From an optimization exercise on the open Yosys and OpenROAD flow, aimed at small area and a short achievable clock period; shortcuts taken in it are not production practice. At most, simulation tests tie the RTL to the original design; equivalence was not proved. No activity file was given, so power comes from the tool's default toggle rates.

== yarrow ==
## conv
module conv (
input [4:0] stride,
input  conv_enable,
output reg [18:0] address1,
output [18:0] address2,
output reg [18:0] write_address,
output end_reach,
output reg full_conv_end, dot_sum_end,
input clk,
input reset,
input [9:0] w1 ,h1,w2,h2,
output reg [9:0] width, height
  );
Size in the first run: ~180 flip-flops.
export LEC_CHECK = 0
export CAP_MARGIN = 20
export CORE_MARGIN = 2
export CORE_UTILIZATION = 40
export SLEW_MARGIN = 20
create_clock -name core_clock -period 11.0 [get_ports {clk}]
standard.sh (not shown) runs the stock make flow with config.mk's settings and CLKGATE_MAP_FILE= SYNTH_SCRIPT=/design/flow/synth_recipe.tcl, a recipe that flattens the netlist after the stock synthesis.
==> flow/flow/run.sh <==
#!/bin/bash
set -euo pipefail
cd "$(dirname "$0")/.."
bash standard.sh SETUP_SLACK_MARGIN=7.6 "BUFFER_PORTS_ARGS=-buffer_cell sky130_fd_sc_hd__buf_2" finish > flow_make.log 2>&1
yarrow completed every stage of the flow, and the final layout passed the timing, design-rule and antenna checks.
For xenon, these inputs were changed with respect to yarrow:
==> flow/flow/run.sh <==
#!/bin/bash
set -euo pipefail
cd "$(dirname "$0")/.."
bash standard.sh SETUP_SLACK_MARGIN=7.7 "BUFFER_PORTS_ARGS=-buffer_cell sky130_fd_sc_hd__buf_2" finish > flow_make.log 2>&1
## What came out
- Result for xenon and yarrow: all clean
- From yarrow to xenon the numbers moved as follows: met2 usage shows an increase of 1.7 points, overall via count from detail_route shows an increase of about 1.8%, met2 layer wire length in the routed design shows an increase of 5.3%.

---

Another version of the RTL of conv (not shown whole).
Size: roughly 1,300 cells after synthesis, roughly 180 flip-flops, ~130 I/O pins, about 0.011 mm2 of cells after synthesis.
clock: 11.0 ns
lec_check: 0
cap_margin: 20
core_margin: 2
core_utilization: 40
slew_margin: 20
==> flow/flow/run.sh <==
#!/bin/bash
set -euo pipefail
cd "$(dirname "$0")/.."
bash standard.sh SETUP_SLACK_MARGIN=7.6 "BUFFER_PORTS_ARGS=-buffer_cell sky130_fd_sc_hd__buf_2" finish > flow_make.log 2>&1
Next try:
==> flow/flow/run.sh (replaced) <==
#!/bin/bash
set -euo pipefail
cd "$(dirname "$0")/.."
bash standard.sh SETUP_SLACK_MARGIN=7.7 "BUFFER_PORTS_ARGS=-buffer_cell sky130_fd_sc_hd__buf_2" finish > flow_make.log 2>&1
After rerunning: Wire length rises by 3.7%; cell count rises by 0.65%; maximum frequency barely changes; final area rises by about 2.5%; non-clock buffer count rises by 11.
Function was not checked in any run of this note: the RTL went through the layout flow alone.

---

Another version of the RTL of conv (not shown whole).
Size in the first run: ~1400 cells after synthesis, roughly 190 flip-flops, roughly 130 I/O pins.
clock: 11.0 ns
lec_check: 0
cap_margin: 20
core_margin: 2
core_utilization: 40
slew_margin: 20
==> flow/flow/run.sh <==
#!/bin/bash
set -euo pipefail
cd "$(dirname "$0")/.."
bash standard.sh SETUP_SLACK_MARGIN=7.95 "BUFFER_PORTS_ARGS=-buffer_cell sky130_fd_sc_hd__buf_2" finish > flow_make.log 2>&1
The first run finished with timing, DRC and antenna clean.
Edit:
==> flow/flow/run.sh (replaced) <==
#!/bin/bash
set -euo pipefail
cd "$(dirname "$0")/.."
bash standard.sh SETUP_SLACK_MARGIN=7.8 "BUFFER_PORTS_ARGS=-buffer_cell sky130_fd_sc_hd__buf_2" finish > flow_make.log 2>&1
The new run produced a clean layout; sequential power barely changes; wire length decreases by about 3.7%; fmax decreases by 2.6%; hold slack stays flat; setup slack degrades by 89 ps; core utilization decreases by 4.3 points; critical path depth increases by 11.
Edit:
==> flow/flow/run.sh (replaced) <==
#!/bin/bash
set -euo pipefail
cd "$(dirname "$0")/.."
bash standard.sh SETUP_SLACK_MARGIN=7.6 "BUFFER_PORTS_ARGS=-buffer_cell sky130_fd_sc_hd__buf_2" CORE_UTILIZATION=50 finish > flow_make.log 2>&1
Routed wire length fell by about 4%. First-iteration DRC count drops by 20%. Setup slack loses 66 ps. Die area decreases by 20%. Hold slack improved by 5.6 ps. Final cell count shrinks by 6.8%. Utilization rises by 10 points. Critical path depth shrinks by 5. Global-route usage rises by 5.0 points. Maximum frequency falls by about 2%.
Edit:
==> flow/flow/run.sh (replaced) <==
#!/bin/bash
set -euo pipefail
cd "$(dirname "$0")/.."
bash standard.sh SETUP_SLACK_MARGIN=7.6 "BUFFER_PORTS_ARGS=-buffer_cell sky130_fd_sc_hd__buf_2" finish > flow_make.log 2>&1
Effect: Sequential cell count stays the same. First-iteration DRC count goes up by 39%. Cell count goes up by 5.8%. Core utilization goes down by 12 points. Global-route usage goes down by 5.4 points. Worst hold slack gets worse by 7.5 ps. Die area goes up by 24%. Sequential power barely changes. Routed wire length goes up by 2.1%. Critical path depth goes up by 2.

separate check: timing with driven ports:
Ports are ideal in the flow. The routed layouts listed here were re-timed in OpenROAD.
Step 1: set_driving_cell puts a clkbuf_16 on clk and a buf_2 on each other input, an assumption about the parent block.
Step 2 also shifts input and output timing later by t, the mid clock arrival at the registers, as if the neighbouring blocks saw the same clock.
Three values: ideal, step 1, step 2; two values: the first two.
run | t, ns | slack for setup (ns) | latest minus earliest clock arrival (ns)
yarrow | 0.484 | 7.633 / 7.586 / 7.198 | 0.011 / 0.012
xenon | 0.481 | 7.661 / 7.661 / 7.228 | 0.014 / 0.015
the first run of note 2 | 0.493 | 7.558 / 7.564 / 7.071 | 0.016 / 0.016
the second run of note 2 | 0.486 | 7.548 / 7.550 / 7.064 | 0.012 / 0.012
the first run of note 3 | 0.485 | 7.743 / 7.694 / 7.280 | 0.019 / 0.019
the second run of note 3 | 0.481 | 7.654 / 7.663 / 7.182 | 0.022 / 0.022
the third run of note 3 | 0.484 | 7.588 / 7.606 / 7.127 | 0.018 / 0.017
the fourth run of note 3 | 0.481 | 7.641 / 7.627 / 7.167 | 0.014 / 0.014
After both steps every run listed still meets setup and hold. The setup slack of the first run of note 2, which loses most, moves by +0.006 ns with the drivers and by -0.487 ns with both steps.
